From an optimization exercise on the open Yosys and OpenROAD flow, aimed at small area and a short achievable clock period; shortcuts taken in it are not production practice.
In this exercise RTL edits were held to simulation tests only and were not proved equivalent to the original.
Power and IR drop assume default switching activity.

run 1:
==> flow/design.v (excerpt) <==
module residual_block (
    input clk,
    input rst,
    input start,
    output reg done,
    input  signed [127:0] input_tensor,
    input  [7:0]  conv1_weights_flat,
    input  [7:0]  conv1_bias_flat,
    input  [31:0] conv2_weights_flat,
    input  [7:0]  conv2_bias_flat,
    input  [7:0]  conv3_weights_flat,
    input  [7:0]  conv3_bias_flat,
    input  [7:0]  conv_shortcut_weights_flat,
    input  [7:0]  conv_shortcut_bias_flat,
    output reg signed [71:0] output_tensor
);
    reg [3:0] cnt;
    always @(posedge clk or posedge rst) begin
        if (rst) begin
            cnt  <= 4'd0;
            done <= 1'b0;
        end else if (!start) begin
            cnt  <= 4'd0;
            done <= 1'b0;
        end else begin
            if (cnt != 4'd11) cnt <= cnt + 4'd1;
            if (cnt == 4'd11) done <= 1'b1;
        end
    end
    wire [3:0] cnt_inc = (cnt != 4'd11) ? cnt + 4'd1 : cnt;
    reg [1:0] ohn, own;
    always @(*) begin
        case (cnt_inc)
            4'd0: begin ohn = 2'd0; own = 2'd0; end
            4'd1: begin ohn = 2'd0; own = 2'd1; end
            4'd2: begin ohn = 2'd0; own = 2'd2; end
            4'd3: begin ohn = 2'd1; own = 2'd0; end
            4'd4: begin ohn = 2'd1; own = 2'd1; end
            4'd5: begin ohn = 2'd1; own = 2'd2; end
            4'd6: begin ohn = 2'd2; own = 2'd0; end
            4'd7: begin ohn = 2'd2; own = 2'd1; end
            default: begin ohn = 2'd2; own = 2'd2; end
        endcase
    end
    reg hr0, hr1, hc0, hc1, ohp, owp;
    always @(posedge clk) begin
        hr0 <= start & (ohn != 2'd0);
        hr1 <= start & (ohn == 2'd2);
        hc0 <= start & (own != 2'd0);
        hc1 <= start & (own == 2'd2);
        ohp <= start & ohn[0];
        owp <= start & own[0];
    end
  ...
Size: roughly 280 flip-flops, about 290 I/O pins.
Settings: LEC_CHECK=0, CAP_MARGIN=20, CORE_MARGIN=2, CORE_UTILIZATION=40, SLEW_MARGIN=20, SYNTH_HIERARCHICAL=1; clock period 10.0 ns.
standard.sh (not shown) runs the stock make flow with config.mk's settings and CLKGATE_MAP_FILE= SYNTH_SCRIPT=/design/flow/synth_recipe.tcl, a recipe that flattens the netlist after the stock synthesis.
==> flow/flow/run.sh <==
#!/bin/bash
set -euo pipefail
export BUFFER_PORTS_ARGS="-buffer_cell sky130_fd_sc_hd__buf_1"
export SETUP_SLACK_MARGIN=6.7
bash standard.sh > standard_flow.log 2>&1
The following lists how run 2 was set up differently from run 1:
diff --git a/flow/flow/run.sh b/flow/flow/run.sh
--- a/flow/flow/run.sh
+++ b/flow/flow/run.sh
@@ -4,0 +5 @@
+export TNS_END_PERCENT=0
Notes after the runs:
On number of cells on the critical path: between run 1 and run 2, it ends up higher for run 2.
The estimated power of run 2 ends up lower than the estimate for run 1.
Summary of run 2 over run 1: flip-flop and latch share of the layout cell area ~0 delta, total net switching power fell about 2.5%, maximum operating frequency fell by 0.0025 GHz.
Run 2 packs its core looser than run 1.
Run 2 vs. run 1: setup slack went down by 0.029 ns.
Taking run 1 as the reference, in run 2 final non-filler cell area went down about 0.8%; leakage power of the design went down about 0.32%; synthesized cell count held.
> inputs changed (run 2 -> run 3)
- CTS_CLUSTER_DIAMETER now 150, previously not set
- CORE_UTILIZATION now 65, was 40
- CTS_CLUSTER_SIZE now 24, previously not set
## What came out
The lower chip width of run 2 and run 3 is in run 3.
The critical path depth reported for run 3 is smaller than that of run 2 by 1.
Any difference in power attributed to sequential cells between run 3 and run 2 is small enough to ignore.
Run 3 — clock period minus worst slack 0.0066 ns lower, run 2 as reference
Compared with run 2, in run 3 total power now smaller; clock share of power decreased by 5.6 points relative to the old numbers; path depth of the worst reg2reg path shows a reduction of 1; peak clock frequency supported by timing about even; portion of the layout cell area used by non-clock buffers went up by 0.32 points.
In the metrics for run 2 and run 3, the one carrying the higher sequential share of cell area is run 3.
Between run 2 and run 3, the post-route clock period utilization figures differ only marginally.

========
build 25:
Starting RTL as in the previous note.
==> flow/config.mk <==
export PLATFORM = sky130hd
export DESIGN_NAME = residual_block
export DESIGN_NICKNAME = residual_block
export VERILOG_FILES = /design/flow/design.v
export SDC_FILE = /design/flow/constraint.sdc
export NUM_CORES = 4
export LEC_CHECK = 0
export CAP_MARGIN = 20
export CORE_MARGIN = 2
export CORE_UTILIZATION = 65
export CTS_CLUSTER_DIAMETER = 150
export CTS_CLUSTER_SIZE = 24
export SLEW_MARGIN = 20
export SYNTH_HIERARCHICAL = 1
==> flow/constraint.sdc <==
create_clock -name core_clock -period 10.0 [get_ports {clk}]
set_input_delay 2.0000 -clock core_clock [delete_from_list [all_inputs] [get_ports {clk}]]
set_output_delay 2.0000 -clock core_clock [all_outputs]
set_load 0.01 [all_outputs]
==> flow/flow/run.sh <==
#!/bin/bash
set -euo pipefail
export BUFFER_PORTS_ARGS="-buffer_cell sky130_fd_sc_hd__buf_1"
export SETUP_SLACK_MARGIN=6.55
export TNS_END_PERCENT=0
bash standard.sh > standard_flow.log 2>&1
Edits applied to the flow inputs when going from build 25 to build 51:
--- a/flow/flow/run.sh
+++ b/flow/flow/run.sh
@@ -3,3 +3,3 @@
 export BUFFER_PORTS_ARGS="-buffer_cell sky130_fd_sc_hd__buf_1"
-export SETUP_SLACK_MARGIN=6.55
+export SETUP_SLACK_MARGIN=6.7
 export TNS_END_PERCENT=0
--- a/flow/config.mk
+++ b/flow/config.mk
@@ -10,4 +10,2 @@
 export CORE_UTILIZATION = 65
-export CTS_CLUSTER_DIAMETER = 150
-export CTS_CLUSTER_SIZE = 24
 export SLEW_MARGIN = 20
### Flow results
Looking at sequential share of layout area, build 51 sits 1.0 points lower than build 25 does.
Build 51: PASS, flow complete, no timing, DRC or antenna violations
Build 51 against build 25: design area increased 3.3%; routability congestion estimate from global placement now sits lower; wire length went up; met3 demand-to-capacity share in global routing went up.
Input changes introduced in build 63 (baseline for comparison: build 51):
--- a/flow/flow/run.sh
+++ b/flow/flow/run.sh
@@ -3,3 +3,3 @@
 export BUFFER_PORTS_ARGS="-buffer_cell sky130_fd_sc_hd__buf_1"
-export SETUP_SLACK_MARGIN=6.7
+export SETUP_SLACK_MARGIN=6.85
 export TNS_END_PERCENT=0
--- a/flow/config.mk
+++ b/flow/config.mk
@@ -10,2 +10,4 @@
 export CORE_UTILIZATION = 65
+export CTS_CLUSTER_DIAMETER = 150
+export CTS_CLUSTER_SIZE = 24
 export SLEW_MARGIN = 20
Results
Build 63 against build 51; layout filler cell count is up by a few percent. Build 63 ended with less aggregate global-route resource usage than build 51. Cmp build 63 and build 51 / required time of the worst setup path / higher: build 51. Internal power consumption: build 63 < build 51. Build 63 vs build 51, routed length on met3 went down by about 8%. Build 63 — number of post-CTS setup repair buffers 1 lower, build 51 as reference. Going from build 51 to build 63, first-pass GRT wire length lost about 3%; final design area excluding fillers lost 3.4%; routed wire length lost about 2%.

[port drivers added, routing unchanged]
In the flow no input, the clock included, has a driving cell. The finished layouts below were timed again as built, in two steps. Step 1 assumes that a clkbuf_16 drives the clock port and a buf_2 every other input. Step 2 also shifts input and output timing later by t, the mid clock arrival at the registers, as if the neighbouring blocks saw the same clock. Three values: no drivers, after step 1, after step 2; two values: the first two.
run	shift t [ns]	setup WS [ns]	worst data-port slew with drivers (ns)
run 1	0.611	6.635 / 6.635 / 6.321	0.07
run 2	0.611	6.607 / 6.607 / 6.321	0.07
run 3	0.540	6.613 / 6.613 / 6.321	0.08
build 25	0.540	6.581 / 6.581 / 6.312	0.07
build 51	0.599	6.579 / 6.579 / 6.315	0.07
build 63	0.541	6.545 / 6.545 / 6.324	0.07
After both steps setup and hold are still met in every run listed. The setup slack of run 1, which loses most, moves by 0.000 ns with the drivers and by -0.314 ns with both steps.
